From an optimization exercise on the open Yosys and OpenROAD flow, aimed at small area; shortcuts taken in it are not production practice. Where RTL was checked, it was by simulation tests only, not by an equivalence proof against the original. The clock port is modelled as an ideal driver; clocking choices that lean on that would not hold on a real chip.

==> 05-02 <==
// polar_costas
module polar_costas (
  input aclk,
  input aresetn,
  input signed [15:0] s_axis_i_tdata,
  input               s_axis_i_tvalid,
  output              s_axis_i_tready,
  input signed [15:0] s_axis_q_tdata,
  input               s_axis_q_tvalid,
  output              s_axis_q_tready,
  output signed [15:0] m_axis_i_sync_tdata,
  output               m_axis_i_sync_tvalid,
  input                m_axis_i_sync_tready,
  output signed [15:0] m_axis_q_sync_tdata,
  output               m_axis_q_sync_tvalid,
  input                m_axis_q_sync_tready
);
==> module loop_filter, before the edit <==
module loop_filter (
  input               rst_n,
  input               clk,
  input signed [31:0] pd,
  input               pd_valid,
  output reg signed [37:0] sum
);
reg [2047:0] dl;
reg [6:0]    cnt;
wire         full = cnt[6];
wire signed [31:0] old = (full & pd_valid) ? dl[2047:2016] : 32'd0;
always @(posedge clk)
  if (pd_valid) dl <= {dl[2015:0], pd};
always @(posedge clk or negedge rst_n)
  if (!rst_n) begin
    cnt <= 7'd0;
    sum <= 38'd0;
  end
  else begin
    if (pd_valid & ~full) cnt <= cnt + 7'd1;
    sum <= sum + pd - old;
  end
endmodule
==> module polar_costas, before the edit <==
module polar_costas (
  input aclk,
  input aresetn,
  input signed [15:0] s_axis_i_tdata,
  input               s_axis_i_tvalid,
  output              s_axis_i_tready,
  input signed [15:0] s_axis_q_tdata,
  input               s_axis_q_tvalid,
  output              s_axis_q_tready,
  output signed [15:0] m_axis_i_sync_tdata,
  output               m_axis_i_sync_tvalid,
  input                m_axis_i_sync_tready,
  output signed [15:0] m_axis_q_sync_tdata,
  output               m_axis_q_sync_tvalid,
  input                m_axis_q_sync_tready
);
reg signed [38:0] pacc;
wire [9:0] phase;
wire       nco_valid;
nco nco (
  .aclk(aclk),
  .aresetn(aresetn),
  .s_axis_phase_tvalid(s_axis_i_tvalid),
  .pacc(pacc),
  .phase(phase),
  .m_axis_data_tvalid(nco_valid)
);
reg v1, v2, v3, v4, pd_valid;
wire both = nco_valid & s_axis_i_tvalid & s_axis_q_tvalid;
always @(posedge aclk or negedge aresetn)
  if (!aresetn) begin
    v1 <= 1'b0; v2 <= 1'b0; v3 <= 1'b0; v4 <= 1'b0; pd_valid <= 1'b0;
  end
  else begin
    v1 <= both; v2 <= v1; v3 <= v2; v4 <= v3; pd_valid <= v4;
  end
wire signed [31:0] re, im;
cmpy_0 cmpy (
  .aclk(aclk),
  .phase(phase),
  .s_axis_b_tdata({s_axis_q_tdata, s_axis_i_tdata}),
  .re_o(re),
  .im_o(im)
);
assign m_axis_i_sync_tdata = {re[31], re[31:17]};
assign m_axis_q_sync_tdata = {im[31], im[31:17]};
assign m_axis_i_sync_tvalid = v4;
assign m_axis_q_sync_tvalid = v4;
wire        pr = re[31];
wire        pm = im[31];
wire [31:0] pd = (im ^ {32{pr}}) + (re ^ {32{~pm}}) + {31'd0, pr} + {31'd0, ~pm};
wire [31:0] pd_in = pd & {32{v4}};
wire signed [37:0] sum;
loop_filter lp (
  .rst_n(aresetn),
  .clk(aclk),
  .pd(pd_in),
  .pd_valid(v4),
  .sum(sum)
);
reg signed [23:0] k_d;
always @(posedge aclk or negedge aresetn)
  if (!aresetn) begin
    k_d  <= 24'd0;
    pacc <= 39'h1;
  end
  else begin
    k_d  <= pd_valid ? sum[37:14] : 24'd0;
    pacc <= pacc + {{15{k_d[23]}}, k_d};
  end
assign s_axis_i_tready = 1'b1;
assign s_axis_q_tready = 1'b1;
endmodule
export LEC_CHECK = 0
export ABC_AREA = 1
export CAP_MARGIN = 20
export CORE_MARGIN = 2
export CORE_UTILIZATION = 40
export CTS_BUF_LIST = sky130_fd_sc_hd__clkbuf_4 sky130_fd_sc_hd__clkbuf_8
export SLEW_MARGIN = 20
create_clock -name core_clock -period 10.0 [get_ports {aclk}]
run.sh (not shown) runs the stock make flow with config.mk's settings and CLKGATE_MAP_FILE= SYNTH_SCRIPT=/design/flow/synth_recipe.tcl, a recipe that flattens the netlist after the stock synthesis.
==> 03-06 (differences from 05-02) <==
--- a/flow/design.v
+++ b/flow/design.v
@@ -2272,3 +2272,4 @@
   input               pd_valid,
-  output reg signed [37:0] sum
+  output reg signed [37:0] sum,
+  output reg          dout_valid
 );
@@ -2277,3 +2278,3 @@
 wire         full = cnt[6];
-wire signed [31:0] old = (full & pd_valid) ? dl[2047:2016] : 32'd0;
+wire signed [31:0] old = full ? dl[2047:2016] : 32'd0;
 always @(posedge clk)
@@ -2284,6 +2285,10 @@
     sum <= 38'd0;
+    dout_valid <= 1'b0;
   end
   else begin
-    if (pd_valid & ~full) cnt <= cnt + 7'd1;
-    sum <= sum + pd - old;
+    dout_valid <= pd_valid;
+    if (pd_valid) begin
+      if (!full) cnt <= cnt + 7'd1;
+      sum <= sum + pd - old;
+    end
   end
@@ -2338,7 +2343,9 @@
 assign m_axis_q_sync_tvalid = v4;
-wire        pr = re[31];
-wire        pm = im[31];
-wire [31:0] pd = (im ^ {32{pr}}) + (re ^ {32{~pm}}) + {31'd0, pr} + {31'd0, ~pm};
-wire [31:0] pd_in = pd & {32{v4}};
+reg signed [31:0] pd;
+wire signed [31:0] pd_plus  = re[31] ? -im : im;
+wire signed [31:0] pd_minus = im[31] ? -re : re;
+always @(posedge aclk)
+  pd <= pd_plus - pd_minus;
 wire signed [37:0] sum;
+wire               lf_valid;
 loop_filter lp (
@@ -2346,16 +2353,10 @@
   .clk(aclk),
-  .pd(pd_in),
-  .pd_valid(v4),
-  .sum(sum)
+  .pd(pd),
+  .pd_valid(pd_valid),
+  .sum(sum),
+  .dout_valid(lf_valid)
 );
-reg signed [23:0] k_d;
 always @(posedge aclk or negedge aresetn)
-  if (!aresetn) begin
-    k_d  <= 24'd0;
-    pacc <= 39'h1;
-  end
-  else begin
-    k_d  <= pd_valid ? sum[37:14] : 24'd0;
-    pacc <= pacc + {{15{k_d[23]}}, k_d};
-  end
+  if (!aresetn) pacc <= 39'h1;
+  else if (lf_valid) pacc <= pacc + {{15{sum[37]}}, sum[37:14]};
 assign s_axis_i_tready = 1'b1;
--- a/flow/config.mk
+++ b/flow/config.mk
@@ -11,3 +11,2 @@
 export CORE_UTILIZATION = 40
-export CTS_BUF_LIST = sky130_fd_sc_hd__clkbuf_4 sky130_fd_sc_hd__clkbuf_8
 export SLEW_MARGIN = 20
==> comparison table <==
quantity	03-06	05-02
Final cell count without fillers	12,569	12,094
Post-route worst hold slack	0.279 ns	0.291 ns
Count of buffering cells on the critical path with inverters included	5	2
Crit path time final	7.24 ns	7.34 ns
Fillers	25,101	24,303
Simple-gate share of the synthesized area	8.00%	5.81%
Detailed-route wire length	277 mm	256 mm
Fraction of standard cell area in multi-input logic	28.6%	28.1%
Number of rows in the core area	194	192
Overall routing resource usage	19.3%	18.2%
Flop-to-flop setup slack	2.76 ns	2.66 ns
Initial antenna violation count	6	7
Area added between synthesis and finish	11.8%	11.4%
Status	timing/DRC/antenna clean	timing/DRC/antenna clean
Complex-gate fraction of the synthesized area	5.57%	6.29%
Die area	0.284 mm2	0.279 mm2
GPL Wtd Cong	0.892	0.895
Number of global-route vias before repair	67,193	63,895
Clock tree root buffer cell	clkbuf_16	clkbuf_8
Wire length on met3	18.3 mm	19.4 mm
Signal buf overhead	1.37%	1.44%
Destination of the critical timing path	cmpy.mix.re[31]	cmpy.mix.im[31]
# H-tree levels	4	5
For 05-02, only the layout was checked, not whether the RTL still works.

* * *

==> inputs of run a <==
Another version of the RTL of polar_costas (not shown whole).
==> module loop_filter, before the edit <==
module loop_filter (
  input               rst_n,
  input               clk,
  input signed [31:0] pd,
  input               pd_valid,
  output reg signed [37:0] sum
);
reg [2047:0] dl;
reg [6:0]    cnt;
wire         full = cnt[6];
wire signed [31:0] old = (full & pd_valid) ? dl[2047:2016] : 32'd0;
wire [37:0] sum_n;
sum_add sum_adder (.a(sum), .p(pd), .o(old), .s(sum_n));
always @(posedge clk)
  if (pd_valid) dl <= {dl[2015:0], pd};
always @(posedge clk or negedge rst_n)
  if (!rst_n) begin
    cnt <= 7'd0;
    sum <= 38'd0;
  end
  else begin
    if (pd_valid & ~full) cnt <= cnt + 7'd1;
    sum <= sum_n;
  end
endmodule
==> module polar_costas, before the edit <==
module polar_costas (
  input aclk,
  input aresetn,
  input signed [15:0] s_axis_i_tdata,
  input               s_axis_i_tvalid,
  output              s_axis_i_tready,
  input signed [15:0] s_axis_q_tdata,
  input               s_axis_q_tvalid,
  output              s_axis_q_tready,
  output signed [15:0] m_axis_i_sync_tdata,
  output               m_axis_i_sync_tvalid,
  input                m_axis_i_sync_tready,
  output signed [15:0] m_axis_q_sync_tdata,
  output               m_axis_q_sync_tvalid,
  input                m_axis_q_sync_tready
);
reg signed [38:0] pacc;
wire [9:0] phase;
wire       nco_valid;
nco nco (
  .aclk(aclk),
  .aresetn(aresetn),
  .s_axis_phase_tvalid(s_axis_i_tvalid),
  .pacc(pacc),
  .phase(phase),
  .m_axis_data_tvalid(nco_valid)
);
reg v1, v2, v3, v4, pd_valid;
wire both = nco_valid & s_axis_i_tvalid & s_axis_q_tvalid;
always @(posedge aclk or negedge aresetn)
  if (!aresetn) begin
    v1 <= 1'b0; v2 <= 1'b0; v3 <= 1'b0; v4 <= 1'b0; pd_valid <= 1'b0;
  end
  else begin
    v1 <= both; v2 <= v1; v3 <= v2; v4 <= v3; pd_valid <= v4;
  end
wire signed [31:0] re, im;
cmpy_0 cmpy (
  .aclk(aclk),
  .phase(phase),
  .s_axis_b_tdata({s_axis_q_tdata, s_axis_i_tdata}),
  .re_o(re),
  .im_o(im)
);
assign m_axis_i_sync_tdata = {re[31], re[31:17]};
assign m_axis_q_sync_tdata = {im[31], im[31:17]};
assign m_axis_i_sync_tvalid = v4;
assign m_axis_q_sync_tvalid = v4;
wire        pr = re[31];
wire        pm = im[31];
wire [31:0] pd;
pd_add pd_adder (.x(im ^ {32{pr}}), .y(re ^ {32{~pm}}), .c0(pr), .c1(~pm), .s(pd));
wire [31:0] pd_in = pd & {32{v4}};
wire signed [37:0] sum;
loop_filter lp (
  .rst_n(aresetn),
  .clk(aclk),
  .pd(pd_in),
  .pd_valid(v4),
  .sum(sum)
);
reg signed [23:0] k_d;
wire [38:0] pacc_n;
pacc_add pacc_adder (.a(pacc), .k(k_d), .s(pacc_n));
always @(posedge aclk or negedge aresetn)
  if (!aresetn) begin
    k_d  <= 24'd0;
    pacc <= 39'h1;
  end
  else begin
    k_d  <= pd_valid ? sum[37:14] : 24'd0;
    pacc <= pacc_n;
  end
assign s_axis_i_tready = 1'b1;
assign s_axis_q_tready = 1'b1;
endmodule
==> flow/config.mk <==
export PLATFORM = sky130hd
export DESIGN_NAME = polar_costas
export DESIGN_NICKNAME = polar_costas
export VERILOG_FILES = /design/flow/design.v
export SDC_FILE = /design/flow/constraint.sdc
export NUM_CORES = 4
export LEC_CHECK = 0
export ABC_AREA = 1
export CAP_MARGIN = 20
export CORE_MARGIN = 2
export CORE_UTILIZATION = 55
export SLEW_MARGIN = 20
==> flow/constraint.sdc <==
create_clock -name core_clock -period 10.0 [get_ports {aclk}]
set_input_delay 2.0000 -clock core_clock [delete_from_list [all_inputs] [get_ports {aclk}]]
set_output_delay 2.0000 -clock core_clock [all_outputs]
set_load 0.01 [all_outputs]
standard.sh (not shown) runs the stock make flow with config.mk's settings and CLKGATE_MAP_FILE= SYNTH_SCRIPT=/design/flow/synth_recipe.tcl, a recipe that flattens the netlist after the stock synthesis.
==> flow/flow/run.sh <==
#!/bin/bash
# Own flow: the standard ORFS layout (standard.sh) with these changes.
#  1. Synthesis runs synth_recipe.tcl with one more option on yosys synth,
#     -noabc, which drops the quick ABC pass inside synth's fine stage, so that
#     extract_fa sees the design's adder trees as written; and the final ABC
#     mapping uses flow/abc_area.script (area-oriented mapping with &nf)
#     in place of ORFS's abc_area.script. Everything else (-nofsm -noshare,
#     the ORFS synthesis script, dfflibmap, flattening and renaming) is
#     unchanged, so the registers are those of the standard synthesis.
#  2. Clock-tree synthesis uses larger sink clusters, no dummy loads and no
#     non-default routing rule on the clock nets.
#  3. Every input and output port still gets its buffer (buffer_ports), of the
#     smallest buffer cell; the resizer sizes it up where timing needs it.
set -euo pipefail
W=$PWD
sed 's/yosys synth -nofsm -noshare {\*}\$args/yosys synth -nofsm -noshare -noabc {*}$args/' synth_recipe.tcl > synth_own.tmp
grep -q -- '-noabc' synth_own.tmp
{
  head -n 1 synth_own.tmp
  cat <<EOF
proc abc {args} {
  set i [lsearch \$args -script]
  if {\$i >= 0} { lset args [expr {\$i + 1}] $W/flow/abc_area.script }
  yosys abc {*}\$args
}
EOF
  tail -n +2 synth_own.tmp
} > synth_own.tcl
sed "s#SYNTH_SCRIPT=[^ ]*#SYNTH_SCRIPT=$W/synth_own.tcl#" standard.sh > standard_own.sh
grep -q 'synth_own.tcl' standard_own.sh
export CTS_ARGS="-sink_clustering_enable -repair_clock_nets -dont_use_dummy_load -apply_ndr none -sink_clustering_size 30 -sink_clustering_max_diameter 100"
export BUFFER_PORTS_ARGS="-buffer_cell sky130_fd_sc_hd__buf_1"
bash standard_own.sh > standard.log 2>&1
==> flow/flow/abc_area.script <==
strash
&get -n
&fraig -x
&put
scorr
dc2
strash
&get -n
&dch -f
&nf -R 1000
&put
topo
stime -c
==> run b (differences from run a) <==
--- a/flow/design.v
+++ b/flow/design.v
@@ -3303,6 +3303,7 @@
 wire         full = cnt[6];
 wire signed [31:0] old = (full & pd_valid) ? dl[2047:2016] : 32'd0;
+wire signed [31:0] pd_m = pd_valid ? pd : 32'd0;
 wire [37:0] sum_n;
-sum_add sum_adder (.a(sum), .p(pd), .o(old), .s(sum_n));
+sum_add sum_adder (.a(sum), .p(pd_m), .o(old), .s(sum_n));
 always @(posedge clk)
   if (pd_valid) dl <= {dl[2015:0], pd};
@@ -3369,10 +3370,9 @@
 wire [31:0] pd;
 pd_add pd_adder (.x(im ^ {32{pr}}), .y(re ^ {32{~pm}}), .c0(pr), .c1(~pm), .s(pd));
-wire [31:0] pd_in = pd & {32{v4}};
 wire signed [37:0] sum;
 loop_filter lp (
   .rst_n(aresetn),
   .clk(aclk),
-  .pd(pd_in),
+  .pd(pd),
   .pd_valid(v4),
   .sum(sum)
--- a/flow/flow/run.sh
+++ b/flow/flow/run.sh
@@ -29,5 +29,5 @@
 sed "s#SYNTH_SCRIPT=[^ ]*#SYNTH_SCRIPT=$W/synth_own.tcl#" standard.sh > standard_own.sh
 grep -q 'synth_own.tcl' standard_own.sh
-export CTS_ARGS="-sink_clustering_enable -repair_clock_nets -dont_use_dummy_load -apply_ndr none -sink_clustering_size 30 -sink_clustering_max_diameter 100"
+export CTS_ARGS="-sink_clustering_enable -repair_clock_nets -dont_use_dummy_load -apply_ndr none -sink_clustering_size 33 -sink_clustering_max_diameter 100"
 export BUFFER_PORTS_ARGS="-buffer_cell sky130_fd_sc_hd__buf_1"
 bash standard_own.sh > standard.log 2>&1
==> run c (differences from run a) <==
--- a/flow/design.v
+++ b/flow/design.v
@@ -3303,6 +3303,7 @@
 wire         full = cnt[6];
 wire signed [31:0] old = (full & pd_valid) ? dl[2047:2016] : 32'd0;
+wire signed [31:0] pd_m = pd_valid ? pd : 32'd0;
 wire [37:0] sum_n;
-sum_add sum_adder (.a(sum), .p(pd), .o(old), .s(sum_n));
+sum_add sum_adder (.a(sum), .p(pd_m), .o(old), .s(sum_n));
 always @(posedge clk)
   if (pd_valid) dl <= {dl[2015:0], pd};
@@ -3369,10 +3370,9 @@
 wire [31:0] pd;
 pd_add pd_adder (.x(im ^ {32{pr}}), .y(re ^ {32{~pm}}), .c0(pr), .c1(~pm), .s(pd));
-wire [31:0] pd_in = pd & {32{v4}};
 wire signed [37:0] sum;
 loop_filter lp (
   .rst_n(aresetn),
   .clk(aclk),
-  .pd(pd_in),
+  .pd(pd),
   .pd_valid(v4),
   .sum(sum)
==> comparison <==
Run b finished with timing, DRC and antenna clean. Run a finished with timing, DRC and antenna clean. Run c passed the timing, design-rule and antenna checks. Clock-buffer cell count: run b is lower than run a (8). Worst hold slack, lowest first: run b, run c, run a. Non-clock buffer count: run a is higher than run b (17). Sequential cell count is the same in run b and run a. Cell count, highest first: run a, run c, run b. In run a the first-iteration DRC count is higher than in run b, by 0.43%. Core utilization, highest first: run a, run c, run b.
==> figures <==
metric	run a	run c	run b
Layout-to-synthesis area ratio	1.0730x	1.0738x	1.0723x
Result of the run	timing/DRC/antenna clean	timing/DRC/antenna clean	timing/DRC/antenna clean
Worst setup endpoint	lp.sum[37]$_DFF_PN0_	lp.sum[37]$_DFF_PN0_	cmpy.mix.im[31]$_DFF_P_
Share of cell area taken by multi-input logic gates	0.2789	0.2805	0.2809
Initial DRT Pass Iterations	5	6	5
Relative slew margins	0.2738	0.2429	0.1454
Final layout net count	7,129	7,084	7,077
Antenna Diode Count	2	1	7
Highest routed metal layer	met5	met4	met4
Non-clock buffer share of cell area	0.01356	0.01299	0.01301
Maximum number of pins on one net before global-route repair	208	210	210
Clock buffer count in the final layout	100	99	92
Inst Count DP	8,589	8,542	8,542
Slew at the pin closest to its max-slew limit	1.089 ns	1.136 ns	1.273 ns
Slack of the critical path	0.8514 ns	1.222 ns	1.159 ns
Final cell utilization of the core	0.5931	0.5929	0.5920
Number of antenna violations at the first check in global routing	3	8	6
Hold path startpoint	nco.phd[31]$_DFF_P_	nco.phd[64]$_DFF_P_	nco.phd[64]$_DFF_P_
Compound-cell area share of the yosys netlist	0.05394	0.05417	0.05417

==> what the ideal ports hide <==
No port has a modelled driver above. Below, the same layouts with a new extraction and two added sets of constraints.
Step 1, drivers: a clkbuf_16 drives aclk and a buf_2 each remaining input, both assumed.
Step 2 moves the port delays by t, midway between the first and last clock arrival at a register: inputs arrive t later, outputs are due t later. That takes back most of the time a late clock gives input paths.
a / b / c = ideal / step 1 / step 2; a / b = the first two.
run | t (ns) | slack for setup (ns) | latest minus earliest clock arrival (ns) | slew at the worst register clock pin (ns)
05-02 | 0.995 | 2.658 / 2.658 / 2.658 | 0.111 / 0.111 | 0.07 / 0.07
03-06 | 0.963 | 2.764 / 2.764 / 2.764 | 0.129 / 0.128 | 0.09 / 0.09
run a | 0.825 | 0.851 / 0.851 / 0.851 | 0.138 / 0.139 | 0.11 / 0.11
run b | 0.798 | 1.159 / 1.159 / 1.159 | 0.161 / 0.161 | 0.12 / 0.12
run c | 0.803 | 1.222 / 1.222 / 1.222 | 0.169 / 0.169 | 0.12 / 0.12
After both steps setup and hold are still met in every run listed.
